From an optimization exercise on the open Yosys and OpenROAD flow, aimed at small area, a short achievable clock period and few clock cycles; shortcuts taken in it are not production practice.
Function was checked by simulation only, so behaviour that the tests miss may differ from the original.
Power figures rest on the tool's default switching activity, not on a simulated workload.

## config.mk

```make
export PLATFORM = sky130hd
export DESIGN_NAME = top
export DESIGN_NICKNAME = top
export VERILOG_FILES = /design/flow/design.v
export SDC_FILE = /design/flow/constraint.sdc
export NUM_CORES = 8
export LEC_CHECK = 0
export CAP_MARGIN = 20
export CORE_MARGIN = 2
export CORE_UTILIZATION = 30
export SETUP_SLACK_MARGIN = 3.6
export SLEW_MARGIN = 20
```

## constraint.sdc

```tcl
create_clock -name core_clock -period 6.5 [get_ports {clk_i}]
set_input_delay 1.3000 -clock core_clock [delete_from_list [all_inputs] [get_ports {clk_i}]]
set_output_delay 1.3000 -clock core_clock [all_outputs]
set_load 0.01 [all_outputs]
```

## design.v

```verilog
module top (
    input         clk_i,
    input         rst_i,
    input  [7:0]  addr_i,
    input  [31:0] data_i,
    input         wr_vi,
    output [31:0] data_o
);
wire       op_wx = wr_vi & ~addr_i[7];               
wire       op_c  = wr_vi &  addr_i[7] & ~addr_i[6];  
wire       op_st = wr_vi &  addr_i[7] &  addr_i[6];  
wire       op_rd = addr_i[7] & ~addr_i[6];           
wire [3:0] a     = addr_i[3:0];
wire       clr   = ~rst_i;                           
reg [7:1] q;
always_ff @(posedge clk_i or negedge rst_i)
    if (!rst_i) q <= '0;
    else        q <= {q[6:1], op_st};
wire [3:0] crd = q[6:3];    
wire [3:0] cwr = q[7:4];    
wire       crd_any = |crd;
wire       cwr_any = |cwr;
wire idle_next = ~(op_st | q[1] | q[2] | q[3] | q[4] | q[5] | q[6]);
reg        s0_v;
reg        s0_isx;
reg [3:0]  s0_row;      
reg [3:0]  s0_sel;      
reg [8:0]  s0_new;
always_ff @(posedge clk_i or negedge rst_i)
    if (!rst_i) s0_v <= 1'b0;
    else        s0_v <= op_wx;
always_ff @(posedge clk_i) begin
    s0_isx <= addr_i[6];
    s0_row <= 4'b1 << a[3:2];
    s0_sel <= 4'b1 << a[1:0];
    s0_new <= data_i[8:0];
end
reg [8:0] W [16];
reg [8:0] X [16];
always_ff @(posedge clk_i)
    for (int n = 0; n < 16; n++) begin
        if (clr | (s0_v & ~s0_isx & s0_row[n/4] & s0_sel[n%4])) W[n] <= s0_new & {9{rst_i}};
        if (clr | (s0_v &  s0_isx & s0_row[n/4] & s0_sel[n%4])) X[n] <= s0_new & {9{rst_i}};
    end
logic [8:0] rowv [4];
logic [8:0] rowo [4];
logic [8:0] oldv;
always_comb begin
    oldv = '0;
    for (int e = 0; e < 4; e++) begin
        logic [8:0] rw, rx;
        rw = '0;
        rx = '0;
        for (int r = 0; r < 4; r++) begin
            rw = rw | (W[4*r+e] & {9{s0_row[r]}});
            rx = rx | (X[4*r+e] & {9{s0_row[r]}});
        end
        rowv[e] = s0_isx ? rx : rw;
        rowo[e] = s0_isx ? rw : rx;
        oldv = oldv | (rowv[e] & {9{s0_sel[e]}});
    end
end
wire [9:0] delta = {s0_new[8], s0_new} - {oldv[8], oldv};
function automatic logic [14:0] booth_enc(input logic [8:0] b);
    logic [10:0] bx;
    logic [14:0] r;
    bx = {b[8], b, 1'b0};
    for (int t = 0; t < 5; t++) begin
        r[3*t+2] = bx[2*t+2];
        r[3*t+1] = bx[2*t+1] ^ bx[2*t];
        r[3*t]   = (bx[2*t+2] & ~bx[2*t+1] & ~bx[2*t]) | (~bx[2*t+2] & bx[2*t+1] & bx[2*t]);
    end
    booth_enc = r;
endfunction
reg        sa_v;
reg [9:0]  sa_d;
reg [14:0] sa_bd [4];      
reg        sa_isx;
reg [3:0]  sa_sel;
function automatic logic [3:0] lane_oh(input int m, input logic isx, input logic [3:0] sel);
    logic [3:0] r;
    for (int e = 0; e < 4; e++)
        r[e] = isx ? sel[e] : sel[(m - e) & 3];
    lane_oh = r;
endfunction
always_ff @(posedge clk_i or negedge rst_i)
    if (!rst_i) sa_v <= 1'b0;
    else        sa_v <= s0_v;
always_ff @(posedge clk_i) begin
    sa_d <= delta;
    for (int m = 0; m < 4; m++) begin
        logic [3:0] rot;
        logic [8:0] b;
        b = '0;
        for (int e = 0; e < 4; e++) begin
            rot[e] = s0_sel[(m - e) & 3];
            b = b | (rowo[e] & {9{rot[e]}});
        end
        sa_bd[m] <= booth_enc(b) & {15{s0_v}};
    end
    sa_isx <= s0_isx;
    sa_sel <= s0_sel;
end
function automatic logic [39:0] mul_cs(input logic [9:0] d, input logic [14:0] bd);
    logic [19:0] rows [5];
    logic [19:0] nk;
    logic [19:0] s1, c1, s2, c2, s3, c3, s4, c4;
    nk = 20'hAAC00;                        
    for (int t = 0; t < 5; t++) begin
        logic [10:0] xm, rw;
        xm = bd[3*t+1] ? {d[9], d} : bd[3*t] ? {d, 1'b0} : 11'd0;
        rw = xm ^ {11{bd[3*t+2]}};
        rw[10] = ~rw[10];
        rows[t] = 20'(rw) << (2*t);
        nk[2*t] = bd[3*t+2];
    end
    s1 = rows[0] ^ rows[1] ^ rows[2];
    c1 = ((rows[0] & rows[1]) | (rows[0] & rows[2]) | (rows[1] & rows[2])) << 1;
    s2 = rows[3] ^ rows[4] ^ nk;
    c2 = ((rows[3] & rows[4]) | (rows[3] & nk) | (rows[4] & nk)) << 1;
    s3 = s1 ^ c1 ^ s2;
    c3 = ((s1 & c1) | (s1 & s2) | (c1 & s2)) << 1;
    s4 = s3 ^ c3 ^ c2;
    c4 = ((s3 & c3) | (s3 & c2) | (c3 & c2)) << 1;
    mul_cs = {s4, c4};
endfunction
function automatic logic [3:0] lane_addr(input int m, input int e);
    lane_addr = 4'(4 * ((m - e) & 3) + e);
endfunction
reg [19:0] P [16];
reg [31:0] C [16];
reg        sb_v, sc_v;
reg [19:0] sb_s  [4];
reg [19:0] sb_c  [4];
reg        sb_isx, sc_isx;
reg [3:0]  sb_sel, sc_sel;
reg [31:0] sc_p  [4];     
reg [19:0] pr    [4];     
logic [31:0] lsum [4];    
always_ff @(posedge clk_i or negedge rst_i)
    if (!rst_i) begin
        sb_v <= 1'b0;
        sc_v <= 1'b0;
    end else begin
        sb_v <= sa_v;
        sc_v <= sb_v;
    end
always_ff @(posedge clk_i)
    for (int m = 0; m < 4; m++) begin
        logic [39:0] sc;
        logic [3:0]  ri;
        logic [19:0] pv;
        logic [31:0] cv;
        sc = mul_cs(sa_d, sa_bd[m]);
        sb_s[m]  <= sc[39:20];
        sb_c[m]  <= sc[19:0];
        ri = crd_any ? crd : lane_oh(m, sb_isx, sb_sel);
        pv = '0;
        cv = '0;
        for (int e = 0; e < 4; e++) begin
            pv = pv | (P[lane_addr(m, e)] & {20{ri[e]}});
            cv = cv | (C[lane_addr(m, e)] & {32{crd[e]}});
        end
        sc_p[m]  <= crd_any ? cv : {12'd0, sb_s[m] + sb_c[m]};
        pr[m]    <= (sc_v && ri == lane_oh(m, sc_isx, sc_sel)) ? lsum[m][19:0] : pv;
    end
always_ff @(posedge clk_i) begin
    sb_isx <= sa_isx;
    sb_sel <= sa_sel;
    sc_isx <= sb_isx;
    sc_sel <= sb_sel;
end
always_comb
    for (int m = 0; m < 4; m++)
        lsum[m] = {{12{pr[m][19]}}, pr[m]} + sc_p[m];
always_ff @(posedge clk_i)
    for (int m = 0; m < 4; m++) begin
        logic [3:0] wo;
        wo = lane_oh(m, sc_isx, sc_sel);
        for (int e = 0; e < 4; e++)
            if (clr | (sc_v & wo[e]))
                P[lane_addr(m, e)] <= lsum[m][19:0] & {20{rst_i}};
    end
always_ff @(posedge clk_i)
    for (int m = 0; m < 4; m++) begin
        logic [31:0] din;
        din = cwr_any ? lsum[m] : data_i & {32{rst_i}};
        for (int e = 0; e < 4; e++)
            if (clr | cwr[e] | (op_c && a == lane_addr(m, e)))
                C[lane_addr(m, e)] <= din;
    end
reg [31:0] dout;
always_ff @(posedge clk_i)
    dout <= op_rd ? C[a] : {31'd0, idle_next};
assign data_o = dout;
endmodule
```

## run.sh

```bash
#!/bin/bash
# synth_recipe.tcl (not shown) runs the flow's synth.tcl, then flattens the netlist and writes it again
# the make line also repeats each setting of config.mk as NAME=value (left out here)
make -C /OpenROAD-flow-scripts/flow DESIGN_CONFIG=/design/flow/config.mk WORK_HOME=/design/flow/orfs CLKGATE_MAP_FILE= SYNTH_SCRIPT=/design/flow/synth_recipe.tcl finish
```

==> impl_metrics.prom, run 1 <==
# TYPE chip_impl_metric gauge
chip_impl_metric{name="syn_area",unit="sq um"} 76100
chip_impl_metric{name="worst_path_largest_cell_delay",unit="ns"} 0.39
chip_impl_metric{name="final_cell_count_no_fill",unit=""} 10100
chip_impl_metric{name="timing.max_cap.violations",unit=""} 0
chip_impl_metric{name="floorplan.initialDensity",unit=""} 0.302
chip_impl_metric{name="hold_violations",unit=""} 0
chip_impl_metric{name="setup_viol",unit=""} 0
chip_impl_metric{name="pwr_density_cell",unit="nW/um^2"} 486
chip_impl_metric{name="post-route-drc-count",unit=""} 0
chip_impl_metric{name="dp_hpwl",unit="um"} 178000
chip_impl_info{name="synth_top_cell_by_area",value="edfxtp_1"} 1
chip_impl_metric{name="synthesis.instances",unit=""} 6414
chip_impl_info{name="timing_worst_setup_path_type",value="register to register"} 1
chip_impl_metric{name="area_growth",unit="%"} 21.2
chip_impl_metric{name="syn_nets",unit=""} 6859
chip_impl_metric{name="ff2ff_path_depth",unit=""} 11
chip_impl_metric{name="worst_setup_hold_path_clk_slew",unit="ns"} 0.06
chip_impl_metric{name="die_width",unit="um"} 508
chip_impl_metric{name="total_number_of_vias",unit=""} 56400
chip_impl_metric{name="layout.core_utilization",unit=""} 0.366
chip_impl_metric{name="clock.fmax",unit="GHz"} 0.300
chip_impl_metric{name="clock_tree.buffer_depth",unit=""} 3
chip_impl_info{name="synth.most_common_cell",value="edfxtp_1"} 1
chip_impl_info{name="synth_ff_type",value="edfxtp_1"} 1
chip_impl_info{name="tritoncts_clock_tree",value="yes"} 1
chip_impl_metric{name="number_of_global_route_vias_before_repair",unit=""} 54200
chip_impl_info{name="crit_path_top_delay_cell",value="a2111oi_4"} 1
chip_impl_info{name="worst_path_dominant_cell_family",value="compound AO/OA/AOI/OAI gates"} 1
chip_impl_info{name="crit_path_end",value="C[8][28]"} 1
chip_impl_info{name="timing.rr.end",value="C[8][28]"} 1
chip_impl_metric{name="synth.distinct_cells",unit=""} 91
chip_impl_metric{name="cp.buffers_inverters",unit=""} 0
chip_impl_metric{name="max-slew-margin-rel",unit=""} 0.230
chip_impl_metric{name="grt_overflow",unit=""} 0
chip_impl_metric{name="track_usage",unit=""} 0.203
chip_impl_metric{name="max_rail_drop_vdd",unit="uV"} 274
chip_impl_metric{name="floorplan.die.height",unit="um"} 508
chip_impl_metric{name="average_footprint_of_a_synthesized_cell",unit="sq um"} 11.9
chip_impl_metric{name="cp_data_required_time",unit="ns"} 7.04
chip_impl_metric{name="route.antenna.remaining_nets",unit=""} 0
chip_impl_metric{name="yosys.area_share.xor_xnor",unit=""} 0.0482
chip_impl_metric{name="route.final.wire_length",unit="um"} 275000
chip_impl_metric{name="fp.coreArea",unit="sq um"} 252000
chip_impl_metric{name="number_of_enable_flip_flop_cells_after_synthesis",unit=""} 1120
chip_impl_metric{name="drt_first_pass_iters",unit=""} 7
chip_impl_info{name="main_combinational_cell_family_by_area_after_synthesis",value="compound AO/OA/AOI/OAI gates"} 1
chip_impl_metric{name="io-pin-count",unit=""} 75
chip_impl_info{name="path_cells",value="ha_4 -> fa_2 -> a211o_1 -> a21oi_4 -> a22oi_2 -> o31a_4 -> a2111oi_4 -> nor2_2 -> a221oi_2 -> xor2_1 -> o21ai_2"} 1
chip_impl_metric{name="ys_seq_area_frac",unit=""} 0.571
chip_impl_metric{name="synth_adder_area_share",unit=""} 0.0761
chip_impl_info{name="critical_path.endpoint_type",value="register"} 1
chip_impl_metric{name="ys.warnings.count",unit=""} 17
chip_impl_metric{name="clock_skew",unit="ns"} 0.0792
chip_impl_metric{name="power.leakage",unit="nW"} 34.8
chip_impl_metric{name="worst-slew-pin-transition",unit="ns"} 1.15
chip_impl_info{name="worstSetupStartpointType",value="register"} 1
chip_impl_metric{name="routedWlPerCell",unit="um"} 27.2
chip_impl_metric{name="worst_skew_pair.late_latency",unit="ns"} 0.85
chip_impl_metric{name="sinks_on_the_clock_net",unit=""} 1606
chip_impl_metric{name="filler_cell_count",unit=""} 24200
chip_impl_metric{name="report.final.slew_viol_count",unit=""} 0
chip_impl_info{name="clock_tree.root_cell",value="clkbuf_16"} 1
chip_impl_info{name="grt_setup_unrepaired",value="yes"} 1
chip_impl_metric{name="path_depth",unit=""} 11
chip_impl_metric{name="detailed_place.area",unit="sq um"} 81100
chip_impl_metric{name="gpl.final_weighted_congestion",unit=""} 0.968
chip_impl_metric{name="fin_tns_setup",unit="ns"} 0
chip_impl_metric{name="compound_gate_portion_of_the_synthesized_area",unit=""} 0.178
chip_impl_metric{name="crit_arrival",unit="ns"} 3.87
chip_impl_metric{name="holdBufCountCts",unit=""} 0
chip_impl_metric{name="yosys_register_bits",unit=""} 1606
chip_impl_metric{name="critical_path_peak_fanout",unit=""} 4
chip_impl_metric{name="synth_largest_type_area_fraction",unit=""} 0.442
chip_impl_metric{name="final_period_demand_of_the_worst_path",unit="ns"} 3.33
chip_impl_metric{name="synth_mux_area_frac",unit=""} 0.0141
chip_impl_metric{name="wire_length_of_the_first_global_routing_pass",unit="um"} 383000
chip_impl_metric{name="dp.cells",unit=""} 9568
chip_impl_metric{name="htree_levels",unit=""} 4
chip_impl_metric{name="vias_per_cell",unit=""} 5.58
chip_impl_info{name="ys_top_cells_by_area",value="edfxtp_1 (44%), dfxtp_1 (12%), a22oi_1 (6.0%)"} 1
chip_impl_metric{name="min_period_over_period",unit=""} 0.513
chip_impl_metric{name="dr.first_iter.drc_count",unit=""} 7295
chip_impl_metric{name="share_of_layout_cells_above_drive_strength_1",unit=""} 0.182
chip_impl_metric{name="final_nets",unit=""} 7061
chip_impl_metric{name="finish.instance_area",unit="sq um"} 92200
chip_impl_metric{name="register_to_register_setup_slack",unit="ns"} 3.17
chip_impl_info{name="status",value="timing/DRC/antenna clean"} 1
chip_impl_metric{name="floorplan.die_area",unit="sq um"} 258000
chip_impl_metric{name="grt_antenna_before_repair",unit=""} 16
chip_impl_info{name="hp-class",value="register to register"} 1
chip_impl_metric{name="grt_max_degree",unit=""} 59
chip_impl_info{name="crit-reg2reg-launch",value="sc_p[2][0]"} 1
chip_impl_metric{name="cts-buffers-inserted",unit=""} 161
chip_impl_info{name="crit_path_start",value="sc_p[2][0]"} 1
chip_impl_metric{name="floorplan.rows",unit=""} 184
chip_impl_metric{name="async_flop_share",unit=""} 0.00685
chip_impl_metric{name="port-buffer-count",unit=""} 72
chip_impl_info{name="synth.top_cells.by_count",value="edfxtp_1 (1120), nand2_1 (664), a22oi_1 (610)"} 1
chip_impl_metric{name="synth-simple-area-share",unit=""} 0.0818
==> state kept, by name, summed over array words and instances (netlist names), 7 cells and up <==
| signal | cells |
|---|---|
| sa_bd | 56 |
| pr | 80 |
| q | 7 |
| s0_new | 9 |
| P | 320 |
| W | 144 |
| X | 144 |
| C | 512 |
| sb_s | 72 |
| sc_p | 128 |
| dout | 32 |
| sa_d | 10 |
| sb_c | 64 |
==> worst min path at each step <==
stage	slack, ns	start	depth (start not counted)	to
4_1_cts	0.34	sa_sel[0]	0	sb_sel[0]
2_1_floorplan	0.31	sa_isx	0	sb_isx
3_5_place_dp	0.33	sa_sel[0]	0	sb_sel[0]
3_3_place_gp	0.31	sa_isx	0	sb_isx
6_report	0.34	sa_isx	0	sb_isx
5_1_grt	0.35	sa_isx	0	sb_isx
==> report_power, final <==
| part | total (mW) | internal, mW | switching [mW] | leakage (nW) |
|---|---|---|---|---|
| Sequential | 17.6 | 15.6 | 2.08 | 15.4 |
| Clock | 9.55 | 5.37 | 4.18 | 2.64 |
| Combinational | 17.6 | 6.63 | 11.0 | 16.7 |
| Total | 44.8 | 27.6 | 17.2 | 34.8 |
==> cell families after synthesis <==
logic type	Yosys count
xor gates and xnor gates	419
AOI/OAI and AO/OA	1921
and+or+nand+nor	1360
adders and majority gates	402
DFF	1606
muxes	97
buffers and inverters	609
==> final cells by class <==
class / instances / area, sq um / share of cell area
well taps: 3348 / 4190 / 0.0454
inverters: 201 / 766 / 0.00831
clock buffers: 209 / 4460 / 0.0483
multi-input cells: 4207 / 33500 / 0.363
clock inverters: 90 / 952 / 0.0103
flip-flops and latches: 1606 / 43500 / 0.472
repair buffers: 439 / 4800 / 0.0521
diodes: 7 / 17.5 / 0.000190
==> layer usage <==
layer  wire length [um]  GRT usage  part of all wire  up-vias
li1                   -          -                 -    24600
met1             107000      0.258              0.39    28000
met2             124000      0.317              0.45     3059
met3              26300     0.0466             0.095      744
met4              18200      0.116             0.066       10
met5                 91          0           0.00033        -
==> metrics by stage <==
step	hold WS, ns	total power, mW	setup slack (ns)
after CTS	0.341	43.1	3.16
after global placement	0.313	31.7	1.96
after floorplan	0.310	25.9	3.32
final	0.344	44.8	3.17
after global routing	0.347	46.7	3.10
after detailed placement	0.326	32.0	1.88
==> worst reg2reg max path: cells and delay by family (launching register included) <==
| kind | cells | cell delay, ns |
|---|---|---|
| AOI/OAI and AO/OA | 7 | 1.75 |
| DFF | 1 | 0.34 |
| adders and majority gates | 2 | 0.53 |
| xor gates and xnor gates | 1 | 0.32 |
| and+or+nand+nor | 1 | 0.09 |
==> cells in the final DEF, fill, tap and decap left out, types with 83 or more instances in the layout <==
| cell type | instances |
|---|---|
| buf_4 | 241 |
| ha_1 | 256 |
| nand2_1 | 642 |
| fa_1 | 96 |
| xor2_1 | 194 |
| inv_1 | 198 |
| a21oi_1 | 166 |
| nor2_1 | 170 |
| dfxtp_1 | 422 |
| a221oi_1 | 83 |
| clkbuf_16 | 177 |
| and2_1 | 123 |
| edfxtp_1 | 1120 |
| o21ai_0 | 285 |
| a22o_1 | 151 |
| xnor2_1 | 169 |
| a22oi_1 | 585 |
| nand3_1 | 130 |
==> timing repair <==
| item | CTS | global route |
|---|---|---|
| endpoints found under the setup margin | 1453 | 572 |
| pin swaps | 140 | 135 |
| cloned | 22 | 12 |
| resized for setup | 441 | 303 |
| hold endpoints to repair | 0 | 0 |
| buffers inserted | 128 | 69 |
Testbench counts, summed over its fixed seeds: cycles 13,056.
==> run 2: changes to the inputs <==
--- a/design.v
+++ b/design.v
@@ -13,16 +13,18 @@
 wire [3:0] a     = addr_i[3:0];
 wire       clr   = ~rst_i;                           
-reg [7:1] q;
+reg [8:1] q;
 always_ff @(posedge clk_i or negedge rst_i)
     if (!rst_i) q <= '0;
-    else        q <= {q[6:1], op_st};
-wire [3:0] crd = q[6:3];    
+    else        q <= {q[7:1], op_st};
 wire [3:0] cwr = q[7:4];    
-wire       crd_any = |crd;
-wire       cwr_any = |cwr;
-wire idle_next = ~(op_st | q[1] | q[2] | q[3] | q[4] | q[5] | q[6]);
+wire [3:0] chi = q[8:5];    
+wire idle_next = ~(op_st | q[1] | q[2] | q[3] | q[4] | q[5] | q[6] | q[7]);
+reg [8:0] W [16];
+reg [8:0] X [16];
 reg        s0_v;
 reg        s0_isx;
 reg [3:0]  s0_row;      
+reg [3:0]  s0_a;
+reg [8:0]  s0_old;      
 reg [3:0]  s0_sel;      
 reg [8:0]  s0_new;
@@ -33,9 +35,10 @@
     s0_isx <= addr_i[6];
     s0_row <= 4'b1 << a[3:2];
+    s0_a   <= a;
+    if (s0_v && s0_isx == addr_i[6] && s0_a == a) s0_old <= s0_new;
+    else s0_old <= addr_i[6] ? X[a] : W[a];
     s0_sel <= 4'b1 << a[1:0];
     s0_new <= data_i[8:0];
 end
-reg [8:0] W [16];
-reg [8:0] X [16];
 always_ff @(posedge clk_i)
     for (int n = 0; n < 16; n++) begin
@@ -43,9 +46,6 @@
         if (clr | (s0_v &  s0_isx & s0_row[n/4] & s0_sel[n%4])) X[n] <= s0_new & {9{rst_i}};
     end
-logic [8:0] rowv [4];
 logic [8:0] rowo [4];
-logic [8:0] oldv;
 always_comb begin
-    oldv = '0;
     for (int e = 0; e < 4; e++) begin
         logic [8:0] rw, rx;
@@ -56,10 +56,8 @@
             rx = rx | (X[4*r+e] & {9{s0_row[r]}});
         end
-        rowv[e] = s0_isx ? rx : rw;
         rowo[e] = s0_isx ? rw : rx;
-        oldv = oldv | (rowv[e] & {9{s0_sel[e]}});
     end
 end
-wire [9:0] delta = {s0_new[8], s0_new} - {oldv[8], oldv};
+wire [9:0] delta = {s0_new[8], s0_new} - {s0_old[8], s0_old};
 function automatic logic [14:0] booth_enc(input logic [8:0] b);
     logic [10:0] bx;
@@ -76,12 +74,5 @@
 reg [9:0]  sa_d;
 reg [14:0] sa_bd [4];      
-reg        sa_isx;
-reg [3:0]  sa_sel;
-function automatic logic [3:0] lane_oh(input int m, input logic isx, input logic [3:0] sel);
-    logic [3:0] r;
-    for (int e = 0; e < 4; e++)
-        r[e] = isx ? sel[e] : sel[(m - e) & 3];
-    lane_oh = r;
-endfunction
+reg [3:0]  sa_oh [4];      
 always_ff @(posedge clk_i or negedge rst_i)
     if (!rst_i) sa_v <= 1'b0;
@@ -98,7 +89,6 @@
         end
         sa_bd[m] <= booth_enc(b) & {15{s0_v}};
-    end
-    sa_isx <= s0_isx;
-    sa_sel <= s0_sel;
+        sa_oh[m] <= s0_isx ? s0_sel : rot;
+    end
 end
 function automatic logic [39:0] mul_cs(input logic [9:0] d, input logic [14:0] bd);
@@ -133,9 +123,17 @@
 reg [19:0] sb_s  [4];
 reg [19:0] sb_c  [4];
-reg        sb_isx, sc_isx;
-reg [3:0]  sb_sel, sc_sel;
-reg [31:0] sc_p  [4];     
+reg [3:0]  sb_oh [4];
+reg [19:0] sc_p  [4];     
+reg [3:0]  sc_oh [4];
 reg [19:0] pr    [4];     
-logic [31:0] lsum [4];    
+logic [20:0] lsum [4];    
+reg   [1:0]  adj  [4];    
+reg [3:0]  rsel  [4];
+reg        fwd   [4];
+reg        crdl  [4];
+reg        cwrl  [4];
+reg        chil  [4];
+reg [3:0]  chiv  [4];
+reg [3:0]  crdv  [4];
 always_ff @(posedge clk_i or negedge rst_i)
     if (!rst_i) begin
@@ -151,42 +149,53 @@
         logic [3:0]  ri;
         logic [19:0] pv;
-        logic [31:0] cv;
+        logic [19:0] cv;
         sc = mul_cs(sa_d, sa_bd[m]);
         sb_s[m]  <= sc[39:20];
         sb_c[m]  <= sc[19:0];
-        ri = crd_any ? crd : lane_oh(m, sb_isx, sb_sel);
+        sb_oh[m] <= sa_oh[m];
+        ri = |q[5:2] ? q[5:2] : sa_oh[m];
+        rsel[m] <= ri;
+        fwd[m]  <= sb_v && ri == sb_oh[m];
+        crdl[m] <= |q[5:2];
+        crdv[m] <= q[5:2];
+        cwrl[m] <= |q[6:3];
+        chil[m] <= |q[7:4];
+        chiv[m] <= q[7:4];
         pv = '0;
         cv = '0;
         for (int e = 0; e < 4; e++) begin
-            pv = pv | (P[lane_addr(m, e)] & {20{ri[e]}});
-            cv = cv | (C[lane_addr(m, e)] & {32{crd[e]}});
-        end
-        sc_p[m]  <= crd_any ? cv : {12'd0, sb_s[m] + sb_c[m]};
-        pr[m]    <= (sc_v && ri == lane_oh(m, sc_isx, sc_sel)) ? lsum[m][19:0] : pv;
-    end
-always_ff @(posedge clk_i) begin
-    sb_isx <= sa_isx;
-    sb_sel <= sa_sel;
-    sc_isx <= sb_isx;
-    sc_sel <= sb_sel;
-end
+            pv = pv | (P[lane_addr(m, e)] & {20{rsel[m][e]}});
+            cv = cv | (C[lane_addr(m, e)][19:0] & {20{crdv[m][e]}});
+        end
+        sc_p[m]  <= crdl[m] ? cv : sb_s[m] + sb_c[m];
+        sc_oh[m] <= sb_oh[m];
+        pr[m]    <= fwd[m] ? lsum[m][19:0] : pv;
+    end
 always_comb
     for (int m = 0; m < 4; m++)
-        lsum[m] = {{12{pr[m][19]}}, pr[m]} + sc_p[m];
+        lsum[m] = {1'b0, pr[m]} + {1'b0, sc_p[m]};
+always_ff @(posedge clk_i)
+    for (int m = 0; m < 4; m++)
+        adj[m] <= {~lsum[m][20] & pr[m][19], lsum[m][20] & ~pr[m][19]};
+always_ff @(posedge clk_i)
+    for (int m = 0; m < 4; m++)
+        for (int e = 0; e < 4; e++)
+            if (clr | (sc_v & sc_oh[m][e]))
+                P[lane_addr(m, e)] <= lsum[m][19:0] & {20{rst_i}};
 always_ff @(posedge clk_i)
     for (int m = 0; m < 4; m++) begin
-        logic [3:0] wo;
-        wo = lane_oh(m, sc_isx, sc_sel);
+        logic [19:0] dlo;
+        logic [11:0] dhi, ch;
+        ch = '0;
         for (int e = 0; e < 4; e++)
-            if (clr | (sc_v & wo[e]))
-                P[lane_addr(m, e)] <= lsum[m][19:0] & {20{rst_i}};
-    end
-always_ff @(posedge clk_i)
-    for (int m = 0; m < 4; m++) begin
-        logic [31:0] din;
-        din = cwr_any ? lsum[m] : data_i & {32{rst_i}};
-        for (int e = 0; e < 4; e++)
+            ch = ch | (C[lane_addr(m, e)][31:20] & {12{chiv[m][e]}});
+        dlo = cwrl[m] ? lsum[m][19:0] : data_i[19:0] & {20{rst_i}};
+        dhi = chil[m] ? (adj[m][1] ? ch - 12'd1 : adj[m][0] ? ch + 12'd1 : ch) : data_i[31:20] & {12{rst_i}};
+        for (int e = 0; e < 4; e++) begin
             if (clr | cwr[e] | (op_c && a == lane_addr(m, e)))
-                C[lane_addr(m, e)] <= din;
+                C[lane_addr(m, e)][19:0] <= dlo;
+            if (clr | chi[e] | (op_c && a == lane_addr(m, e)))
+                C[lane_addr(m, e)][31:20] <= dhi;
+        end
     end
 reg [31:0] dout;
--- a/config.mk
+++ b/config.mk
@@ -9,4 +9,6 @@
 export CORE_MARGIN = 2
 export CORE_UTILIZATION = 30
-export SETUP_SLACK_MARGIN = 3.6
+export CTS_CLUSTER_DIAMETER = 80
+export CTS_CLUSTER_SIZE = 30
+export SETUP_SLACK_MARGIN = 3.7
 export SLEW_MARGIN = 20
==> run 2 against run 1 <==
  * Still clean
  * Maximum frequency grew 11%
  * Global-route usage grew 2.8 points
  * First-iteration DRC count grew 30%
  * Combinational power shrank 7%
  * Sequential share of layout area grew 1.3 points
  * Critical endpoint is now C[1][16]
  * Largest power group unchanged
  * Highest routed layer unchanged
==> impl_metrics.prom, run 2 <==
# TYPE chip_impl_metric gauge
chip_impl_info{name="crit_path_start",value="sc_p[1][0]"} 1
chip_impl_metric{name="max_rail_drop_vdd",unit="uV"} 323
chip_impl_metric{name="worst_skew_pair.late_latency",unit="ns"} 0.86
chip_impl_metric{name="compound_gate_portion_of_the_synthesized_area",unit=""} 0.190
chip_impl_metric{name="pwr_density_cell",unit="nW/um^2"} 442
chip_impl_metric{name="worst_setup_hold_path_clk_slew",unit="ns"} 0.12
chip_impl_metric{name="setup_viol",unit=""} 0
chip_impl_metric{name="power.leakage",unit="nW"} 33.5
chip_impl_metric{name="sinks_on_the_clock_net",unit=""} 1642
chip_impl_metric{name="route.antenna.remaining_nets",unit=""} 0
chip_impl_metric{name="crit_arrival",unit="ns"} 3.58
chip_impl_info{name="ys_top_cells_by_area",value="edfxtp_1 (43%), dfxtp_1 (13%), a22oi_1 (6.6%)"} 1
chip_impl_metric{name="track_usage",unit=""} 0.230
chip_impl_metric{name="yosys_register_bits",unit=""} 1642
chip_impl_metric{name="number_of_enable_flip_flop_cells_after_synthesis",unit=""} 1120
chip_impl_metric{name="die_width",unit="um"} 512
chip_impl_metric{name="synth_mux_area_frac",unit=""} 0.0103
chip_impl_metric{name="route.final.wire_length",unit="um"} 318000
chip_impl_info{name="reg_top3",value="C (512), P (320)"} 1
chip_impl_metric{name="wire_length_of_the_first_global_routing_pass",unit="um"} 436000
chip_impl_metric{name="cp_data_required_time",unit="ns"} 7.07
chip_impl_metric{name="synth.distinct_cells",unit=""} 93
chip_impl_metric{name="drt_first_pass_iters",unit=""} 7
chip_impl_metric{name="layout.core_utilization",unit=""} 0.356
chip_impl_metric{name="path_depth",unit=""} 11
chip_impl_info{name="synth.most_common_cell",value="edfxtp_1"} 1
chip_impl_metric{name="clock.fmax",unit="GHz"} 0.333
chip_impl_info{name="crit_path_top_delay_cell",value="a2111o_1"} 1
chip_impl_metric{name="worst_path_largest_cell_delay",unit="ns"} 0.41
chip_impl_metric{name="gr-usage-met1",unit=""} 0.282
chip_impl_info{name="tritoncts_clock_tree",value="yes"} 1
chip_impl_metric{name="synth_adder_area_share",unit=""} 0.0690
chip_impl_metric{name="dp_hpwl",unit="um"} 207000
chip_impl_metric{name="floorplan.die_area",unit="sq um"} 262000
chip_impl_info{name="critical_path.endpoint_type",value="register"} 1
chip_impl_metric{name="globalRouteMet3Util",unit=""} 0.0771
chip_impl_metric{name="floorplan.rows",unit=""} 186
chip_impl_metric{name="grt_antenna_before_repair",unit=""} 52
chip_impl_metric{name="hold_violations",unit=""} 0
chip_impl_metric{name="internal-power",unit="mW"} 23.9
chip_impl_metric{name="clock_tree.buffer_depth",unit=""} 3
chip_impl_metric{name="final_nets",unit=""} 7108
chip_impl_info{name="main_combinational_cell_family_by_area_after_synthesis",value="compound AO/OA/AOI/OAI gates"} 1
chip_impl_metric{name="final_period_demand_of_the_worst_path",unit="ns"} 3.00
chip_impl_metric{name="largest_register_ff_count",unit=""} 512
chip_impl_info{name="grt_setup_unrepaired",value="yes"} 1
chip_impl_info{name="most_frequent_standard_cell_in_the_layout_excluding_fill_and_tap_cells",value="edfxtp_1"} 1
chip_impl_metric{name="total_number_of_vias",unit=""} 61100
chip_impl_metric{name="number_of_global_route_vias_before_repair",unit=""} 57500
chip_impl_metric{name="area_growth",unit="%"} 18.1
chip_impl_metric{name="max-slew-margin-rel",unit=""} 0.177
chip_impl_metric{name="power_switching",unit="mW"} 16.5
chip_impl_metric{name="cp.buffers_inverters",unit=""} 1
chip_impl_metric{name="gpl.final_weighted_congestion",unit=""} 0.968
chip_impl_info{name="timing_worst_setup_path_type",value="register to register"} 1
chip_impl_metric{name="synth-simple-area-share",unit=""} 0.0827
chip_impl_info{name="crit_path_end",value="C[1][16]"} 1
chip_impl_info{name="worstSetupStartpointType",value="register"} 1
chip_impl_metric{name="clockPowerShare",unit=""} 0.173
chip_impl_metric{name="dr.first_iter.drc_count",unit=""} 9462
chip_impl_info{name="clock_tree.root_cell",value="clkbuf_16"} 1
chip_impl_metric{name="combinationalPowerShare",unit=""} 0.403
chip_impl_metric{name="ff2ff_path_depth",unit=""} 11
chip_impl_metric{name="ys.warnings.count",unit=""} 27
chip_impl_info{name="path_cells",value="ha_4 -> fa_2 -> a211oi_2 -> o21a_1 -> o21ai_2 -> a211o_4 -> a2111o_1 -> a31oi_4 -> xor2_2 -> buf_6 -> o21ai_4"} 1
chip_impl_metric{name="syn_area",unit="sq um"} 77400
chip_impl_metric{name="share_of_layout_cells_above_drive_strength_1",unit=""} 0.167
chip_impl_metric{name="gr-usage-met2",unit=""} 0.336
chip_impl_metric{name="worst-slew-pin-transition",unit="ns"} 1.23
chip_impl_metric{name="multi_input_comb_area",unit="sq um"} 34000
chip_impl_metric{name="fp.coreArea",unit="sq um"} 257000
chip_impl_metric{name="switch_share",unit=""} 0.408
chip_impl_info{name="hp-class",value="register to register"} 1
chip_impl_metric{name="average_footprint_of_a_synthesized_cell",unit="sq um"} 11.7
chip_impl_metric{name="report.final.slew_viol_count",unit=""} 0
chip_impl_metric{name="synth_largest_type_area_fraction",unit=""} 0.435
chip_impl_metric{name="pwr-share-seq",unit=""} 0.424
chip_impl_info{name="crit-reg2reg-launch",value="sc_p[1][0]"} 1
chip_impl_info{name="synth.top_cells.by_count",value="edfxtp_1 (1120), a22oi_1 (681), nand2_1 (567)"} 1
chip_impl_metric{name="grt_overflow",unit=""} 0
chip_impl_metric{name="critical_path_peak_fanout",unit=""} 4
chip_impl_info{name="status",value="timing/DRC/antenna clean"} 1
chip_impl_metric{name="syn_nets",unit=""} 7000
chip_impl_metric{name="grt_max_degree",unit=""} 94
chip_impl_metric{name="post-route-drc-count",unit=""} 0
chip_impl_metric{name="ys_seq_area_frac",unit=""} 0.570
chip_impl_metric{name="routedWlPerCell",unit="um"} 31.2
chip_impl_metric{name="vias_per_cell",unit=""} 5.99
chip_impl_metric{name="htree_levels",unit=""} 3
chip_impl_metric{name="fin_tns_setup",unit="ns"} 0
chip_impl_info{name="worst_path_dominant_cell_family",value="compound AO/OA/AOI/OAI gates"} 1
chip_impl_info{name="timing.rr.end",value="C[1][16]"} 1
chip_impl_info{name="synth_top_cell_by_area",value="edfxtp_1"} 1
chip_impl_metric{name="timing.max_cap.violations",unit=""} 0
chip_impl_metric{name="seqCellArea",unit="sq um"} 44300
chip_impl_info{name="registers.top_by_ff_count",value="C"} 1
chip_impl_metric{name="port-buffer-count",unit=""} 72
chip_impl_metric{name="filler_cell_count",unit=""} 24700
chip_impl_info{name="grt.busiest_layer",value="met2"} 1
chip_impl_metric{name="cts-buffers-inserted",unit=""} 89
chip_impl_info{name="synth_ff_type",value="edfxtp_1"} 1
chip_impl_metric{name="io-pin-count",unit=""} 75
chip_impl_metric{name="clock_skew",unit="ns"} 0.0801
chip_impl_metric{name="floorplan.initialDensity",unit=""} 0.302
chip_impl_metric{name="yosys.area_share.xor_xnor",unit=""} 0.0466
chip_impl_info{name="layout_common_cells",value="edfxtp_1 (1120), a22oi_1 (670), nand2_1 (521)"} 1
chip_impl_metric{name="async_flop_share",unit=""} 0.00731
chip_impl_metric{name="floorplan.die.height",unit="um"} 512
chip_impl_metric{name="min_period_over_period",unit=""} 0.462
chip_impl_metric{name="register_to_register_setup_slack",unit="ns"} 3.50
chip_impl_metric{name="synthesis.instances",unit=""} 6591
run 2: changes by cell type in the layout (fill, tap and decap cells not counted), moves of 41 or more:
cell,previous run,this run
a31oi_1,44,121
nand2_1,642,521
clkbuf_16,177,96
o21ai_2,56,15
mux2_2,80,27
a21oi_1,166,225
a22o_1,151,223
inv_1,198,156
nor2_1,170,234
a22oi_1,585,670
run 2: per-layer routing:
layer  up-vias  part of all wire
met5         -           0.00046
met4        12             0.085
met3      1142              0.13
met1     30100              0.36
met2      4551              0.42
li1      25300                 -
run 2: through the flow:
stage	cell area [sq um]	hold WS [ns]	std cells	power (mW)	setup slack (ns)
4_1_cts	89200	0.358	10100	38.6	3.54
3_3_place_gp	82300	0.341	9752	30.2	1.86
3_5_place_dp	82400	0.340	9753	30.5	1.86
2_1_floorplan	78200	0.331	6591	24.5	3.54
6_report	91400	0.358	10200	40.4	3.50
5_1_grt	91400	0.367	10200	41.9	3.39
run 2: what timing repair did:
| item | in CTS | in global routing |
|---|---|---|
| endpoints found under the hold margin | 0 | 0 |
| setup buffers | 143 | 63 |
| gates resized for setup | 469 | 315 |
| endpoints found under the setup margin | 1198 | 773 |
| gates cloned | 22 | 7 |
| pin swaps | 95 | 86 |
| hold buffers | 0 | 0 |
run 2: worst min path at each step:
stage / cells after the start / end / startpoint / slack [ns]
after floorplan: 0 / sb_v / sa_v / 0.33
after global placement: 0 / sb_oh[1][2] / sa_oh[1][2] / 0.34
after detailed placement: 0 / sb_oh[3][0] / sa_oh[3][0] / 0.34
after CTS: 0 / sb_oh[2][3] / sa_oh[2][3] / 0.36
after global routing: 0 / sc_oh[0][0] / sb_oh[0][0] / 0.37
final: 0 / sb_oh[2][3] / sa_oh[2][3] / 0.36
run 2: kinds of logic after synthesis:
family / count (synthesis)
adder cells (fa/ha/maj): 366
XOR/XNOR: 412
buffers and inverters: 603
AO/OA/AOI/OAI: 2105
multiplexers: 71
AND/OR/NAND/NOR: 1392
flip-flops: 1642
run 2: layout make-up:
class | instances | area share
flip-flops and latches | 1642 | 0.485
multi-input cells | 4365 | 0.372
repair buffers | 430 | 0.0523
well taps | 3384 | 0.0463
clock buffers | 99 | 0.0251
clock inverters | 69 | 0.0110
inverters | 171 | 0.00765
diodes | 37 | 0.00101
run 2: power by group through the flow:
stage,Sequential [mW],Clock (mW),Combinational (mW)
3_3_place_gp,17.2,0,13.1
3_5_place_dp,17.2,0,13.3
2_1_floorplan,16.2,0,8.25
4_1_cts,17.0,7.01,14.6
5_1_grt,17.3,7.38,17.1
6_report,17.1,6.99,16.3
Testbench counts of run 2, summed over its fixed seeds: cycles 13,272.
==> run 3: changes to the inputs <==
--- a/config.mk
+++ b/config.mk
@@ -10,5 +10,6 @@
 export CORE_UTILIZATION = 30
 export CTS_CLUSTER_DIAMETER = 80
-export CTS_CLUSTER_SIZE = 30
+export CTS_CLUSTER_SIZE = 25
+export PLACE_DENSITY = 0.7
 export SETUP_SLACK_MARGIN = 3.7
 export SLEW_MARGIN = 20
==> run 3 against run 2 <==
  * Register-to-register slack improved by 0.03 ns
  * Critical path depth fell by 2
  * Clock power fell by 6.4%
  * Still clean on timing, DRC and antenna
  * Cell area fell by 0.93%
  * Critical endpoint is now s0_old[0]
  * Largest cell class unchanged
  * Combinational power barely moved
  * First-iteration DRC count rose by 9.2%
==> impl_metrics.prom, run 3 <==
# TYPE chip_impl_metric gauge
chip_impl_metric{name="ff2ff_path_depth",unit=""} 11
chip_impl_metric{name="number_of_enable_flip_flop_cells_after_synthesis",unit=""} 1120
chip_impl_metric{name="syn_area",unit="sq um"} 77400
chip_impl_metric{name="floorplan.rows",unit=""} 186
chip_impl_metric{name="die_width",unit="um"} 512
chip_impl_info{name="clock_tree.root_cell",value="clkbuf_16"} 1
chip_impl_metric{name="io-pin-count",unit=""} 75
chip_impl_info{name="worst_hold_path.endpoint",value="sb_oh[3][2]"} 1
chip_impl_metric{name="design_power_total",unit="mW"} 40.1
chip_impl_info{name="worstSetupStartpointType",value="input pin"} 1
chip_impl_info{name="critPathMostFrequentCell",value="buf_6"} 1
chip_impl_metric{name="synth_largest_type_area_fraction",unit=""} 0.435
chip_impl_info{name="synth_top_cell_by_area",value="edfxtp_1"} 1
chip_impl_info{name="crit_path_top_delay_cell",value="and2_0"} 1
chip_impl_metric{name="syn_nets",unit=""} 7000
chip_impl_info{name="path_cells",value="buf_6 -> buf_6 -> and2_0 -> buf_4 -> a22oi_1 -> o22a_1 -> nand4_1 -> o221ai_1 -> o311ai_0"} 1
chip_impl_info{name="ys_top_cells_by_area",value="edfxtp_1 (43%), dfxtp_1 (13%), a22oi_1 (6.6%)"} 1
chip_impl_info{name="worst_path_dominant_cell_family",value="buffers and inverters"} 1
chip_impl_metric{name="share_of_layout_cells_above_drive_strength_1",unit=""} 0.152
chip_impl_metric{name="pwr_density_cell",unit="nW/um^2"} 443
chip_impl_info{name="status",value="timing/DRC/antenna clean"} 1
chip_impl_metric{name="max_rail_drop_vdd",unit="uV"} 404
chip_impl_metric{name="fin_tns_setup",unit="ns"} 0
chip_impl_metric{name="largest_register_ff_count",unit=""} 512
chip_impl_metric{name="floorplan.initialDensity",unit=""} 0.302
chip_impl_metric{name="clock.fmax",unit="GHz"} 0.330
chip_impl_metric{name="register_to_register_setup_slack",unit="ns"} 3.53
chip_impl_metric{name="final_nets",unit=""} 7092
chip_impl_metric{name="drt_first_pass_iters",unit=""} 11
chip_impl_metric{name="final_period_demand_of_the_worst_path",unit="ns"} 3.03
chip_impl_metric{name="filler_cell_count",unit=""} 24600
chip_impl_metric{name="synthesis.instances",unit=""} 6591
chip_impl_metric{name="number_of_global_route_vias_before_repair",unit=""} 57800
chip_impl_info{name="tritoncts_clock_tree",value="yes"} 1
chip_impl_metric{name="floorplan.die_area",unit="sq um"} 262000
chip_impl_metric{name="post-route-drc-count",unit=""} 0
chip_impl_metric{name="dp_hpwl",unit="um"} 202000
chip_impl_metric{name="grt_max_degree",unit=""} 73
chip_impl_metric{name="area_growth",unit="%"} 17.0
chip_impl_metric{name="gpl.final_weighted_congestion",unit=""} 1.03
chip_impl_metric{name="yosys_register_bits",unit=""} 1642
chip_impl_metric{name="timing.max_cap.violations",unit=""} 0
chip_impl_info{name="layout_common_cells",value="edfxtp_1 (1120), a22oi_1 (678), nand2_1 (533)"} 1
chip_impl_metric{name="route.final.wire_length",unit="um"} 310000
chip_impl_metric{name="route.antenna.remaining_nets",unit=""} 0
chip_impl_metric{name="cp_data_required_time",unit="ns"} 7.21
chip_impl_metric{name="hold_violations",unit=""} 0
chip_impl_info{name="grt_setup_unrepaired",value="yes"} 1
chip_impl_metric{name="power.leakage",unit="nW"} 33.2
chip_impl_metric{name="port-buffer-count",unit=""} 72
chip_impl_info{name="registers.top_by_ff_count",value="C"} 1
chip_impl_metric{name="worst_setup_hold_path_clk_slew",unit="ns"} 0.11
chip_impl_metric{name="cp.buffers_inverters",unit=""} 3
chip_impl_info{name="synth.top_cells.by_count",value="edfxtp_1 (1120), a22oi_1 (681), nand2_1 (567)"} 1
chip_impl_metric{name="report.final.slew_viol_count",unit=""} 0
chip_impl_metric{name="ys_seq_area_frac",unit=""} 0.570
chip_impl_metric{name="min_delay_path_depth",unit=""} 0
chip_impl_metric{name="vias_per_cell",unit=""} 6.12
chip_impl_metric{name="worst-slew-pin-transition",unit="ns"} 1.17
chip_impl_metric{name="holdBufCountCts",unit=""} 0
chip_impl_info{name="reg_top3",value="C (512), P (320)"} 1
chip_impl_info{name="hp-class",value="register to register"} 1
chip_impl_metric{name="ys.warnings.count",unit=""} 27
chip_impl_metric{name="clock_tree.buffer_depth",unit=""} 3
chip_impl_metric{name="htree_levels",unit=""} 3
chip_impl_metric{name="setup_viol",unit=""} 0
chip_impl_info{name="critical_path.endpoint_type",value="register"} 1
chip_impl_metric{name="crit_arrival",unit="ns"} 3.74
chip_impl_metric{name="grt_overflow",unit=""} 0
chip_impl_metric{name="fp.coreArea",unit="sq um"} 257000
chip_impl_metric{name="total_number_of_vias",unit=""} 62300
chip_impl_metric{name="worst_skew_pair.late_latency",unit="ns"} 0.80
chip_impl_info{name="synth.most_common_cell",value="edfxtp_1"} 1
chip_impl_info{name="crit-reg2reg-launch",value="pr[1][0]"} 1
chip_impl_info{name="timing.rr.end",value="C[11][16]"} 1
chip_impl_metric{name="synth.distinct_cells",unit=""} 93
chip_impl_metric{name="clock_skew",unit="ns"} 0.0553
chip_impl_metric{name="min_period_over_period",unit=""} 0.466
chip_impl_metric{name="sinks_on_the_clock_net",unit=""} 1642
chip_impl_info{name="most_frequent_standard_cell_in_the_layout_excluding_fill_and_tap_cells",value="edfxtp_1"} 1
chip_impl_metric{name="average_footprint_of_a_synthesized_cell",unit="sq um"} 11.7
chip_impl_metric{name="track_usage",unit=""} 0.223
chip_impl_info{name="synth_ff_type",value="edfxtp_1"} 1
chip_impl_metric{name="critical_path_peak_fanout",unit=""} 23
chip_impl_metric{name="floorplan.die.height",unit="um"} 512
chip_impl_info{name="min-delay-start",value="sa_oh[3][2]"} 1
chip_impl_metric{name="max-slew-margin-rel",unit=""} 0.217
chip_impl_metric{name="grt_antenna_before_repair",unit=""} 47
chip_impl_info{name="timing_worst_setup_path_type",value="input pin to register"} 1
chip_impl_metric{name="async_flop_share",unit=""} 0.00731
chip_impl_metric{name="wire_length_of_the_first_global_routing_pass",unit="um"} 427000
chip_impl_metric{name="cts-buffers-inserted",unit=""} 88
chip_impl_metric{name="routedWlPerCell",unit="um"} 30.5
chip_impl_metric{name="worst_path_largest_cell_delay",unit="ns"} 0.70
chip_impl_metric{name="dr.first_iter.drc_count",unit=""} 10300
run 3: cell types whose count changed in the layout (fill, tap and decap cells not counted), sizes merged, moves of 2 or more:
cell / change
clkinv: -11
buf: -24
bufbuf: -2
diode: -5
dlygate4sd2: +12
clkbuf: +26
inv: -14
run 3: cell families (layout without fill, tap and decap cells):
group / Yosys count / in the layout / synth area share
AO/OA/AOI/OAI: 2105 / 2120 / 0.190
XOR/XNOR: 412 / 412 / 0.0466
adder cells (fa/ha/maj): 366 / 366 / 0.0690
buffers and inverters: 603 / 753 / 0.0310
flip-flops: 1642 / 1642 / 0.570
multiplexers: 71 / 71 / 0.0103
other: 0 / 32 / 0
AND/OR/NAND/NOR: 1392 / 1395 / 0.0827
run 3: worst max path at each step:
stage	startpoint	end	slack [ns]	depth (start not counted)
final	addr_i[1]	s0_old[0]	3.47	9
after global routing	pr[1][0]	C[11][16]	3.47	11
after CTS	sc_p[1][0]	C[11][18]	3.49	12
after detailed placement	addr_i[2]	s0_old[7]	1.95	9
after global placement	addr_i[2]	C[15][1]	1.98	6
after floorplan	addr_i[3]	C[0][0]	3.54	8
run 3: timing repair:
action	4_1_cts	5_1_grt
endpoints found under the setup margin	1570	673
resized for setup	413	287
pin swaps	91	76
buffers inserted	135	60
cloned	20	9
run 3: cell type report:
cell class,instances,area (sq um),area share
clock inverter,43,522,0.00576
antenna,32,80.1,0.000884
tap,3384,4230,0.0467
sequential,1642,44300,0.489
clock buffer,123,2390,0.0263
inverter,171,703,0.00776
timing repair buffer,416,4580,0.0505
multi-input combinational,4364,33700,0.372
run 3: power by group:
group,total [mW],switching [mW],internal [mW],leakage (nW)
registers,17.2,1.92,15.2,15.8
clock network,6.54,3.75,2.79,1.40
logic,16.4,10.7,5.78,16.0
run 3: metal layers:
metal / vias to the layer above / part of all wire / GRT usage
met2: 5229 / 0.41 / 0.321
met1: 30400 / 0.34 / 0.268
met3: 1403 / 0.15 / 0.0858
met4: 30 / 0.094 / 0.172
met5: - / 0.0015 / 0.00164
li1: 25200 / - / -
run 3: metrics by stage:
stage	instance area (sq um)	util	worst slack (ns)	cells	hold slack (ns)
finish	90600	0.353	3.47	10200	0.331
floorplan	78200	-	3.54	6591	0.331
global placement	82300	0.321	1.98	9748	0.338
CTS	88500	0.345	3.49	10100	0.338
global route	90500	0.353	3.47	10200	0.347
detailed placement	82400	0.321	1.95	9751	0.341
run 3: worst reg2reg max path, stage by stage, from the launching register on:
cell and delay (ns):
dfxtp_2 0.35, ha_4 0.16, fa_2 0.35, a211oi_2 0.24
o21a_1 0.16, o21ai_2 0.07, a211o_2 0.32, a2111o_1 0.43
a31oi_4 0.21, xor2_2 0.20, buf_6 0.15, o21ai_4 0.07

-- static timing again, ports no longer ideal --
How much do the figures lean on ideal ports? The routed layouts below were timed once more, with nothing changed but the port constraints.
Step 1, drivers: a clkbuf_16 drives clk_i and a buf_2 each remaining input, both assumed.
Step 2 adds t to the input delays and takes it off the output delays; t is the mean of the earliest and latest rising clock arrival at the registers after step 1. Input paths then give back, and output paths get back, about the clock's delay inside the block.
a / b / c = ideal ports / drivers / drivers and shift; a / b = the first two.
run	shift t [ns]	slack for setup (ns)	worst slew at a driven data input, ns	pins driven straight from the clock port
run 1	0.889	3.167 / 3.167 / 2.636	0.14	1
run 2	0.906	3.497 / 3.497 / 2.767	0.29	1
run 3	0.867	3.468 / 3.517 / 2.651	0.35	1
After both steps every run listed still meets setup and hold. The setup slack of run 3, which loses most, moves by +0.049 ns with the drivers and by -0.817 ns with both steps.
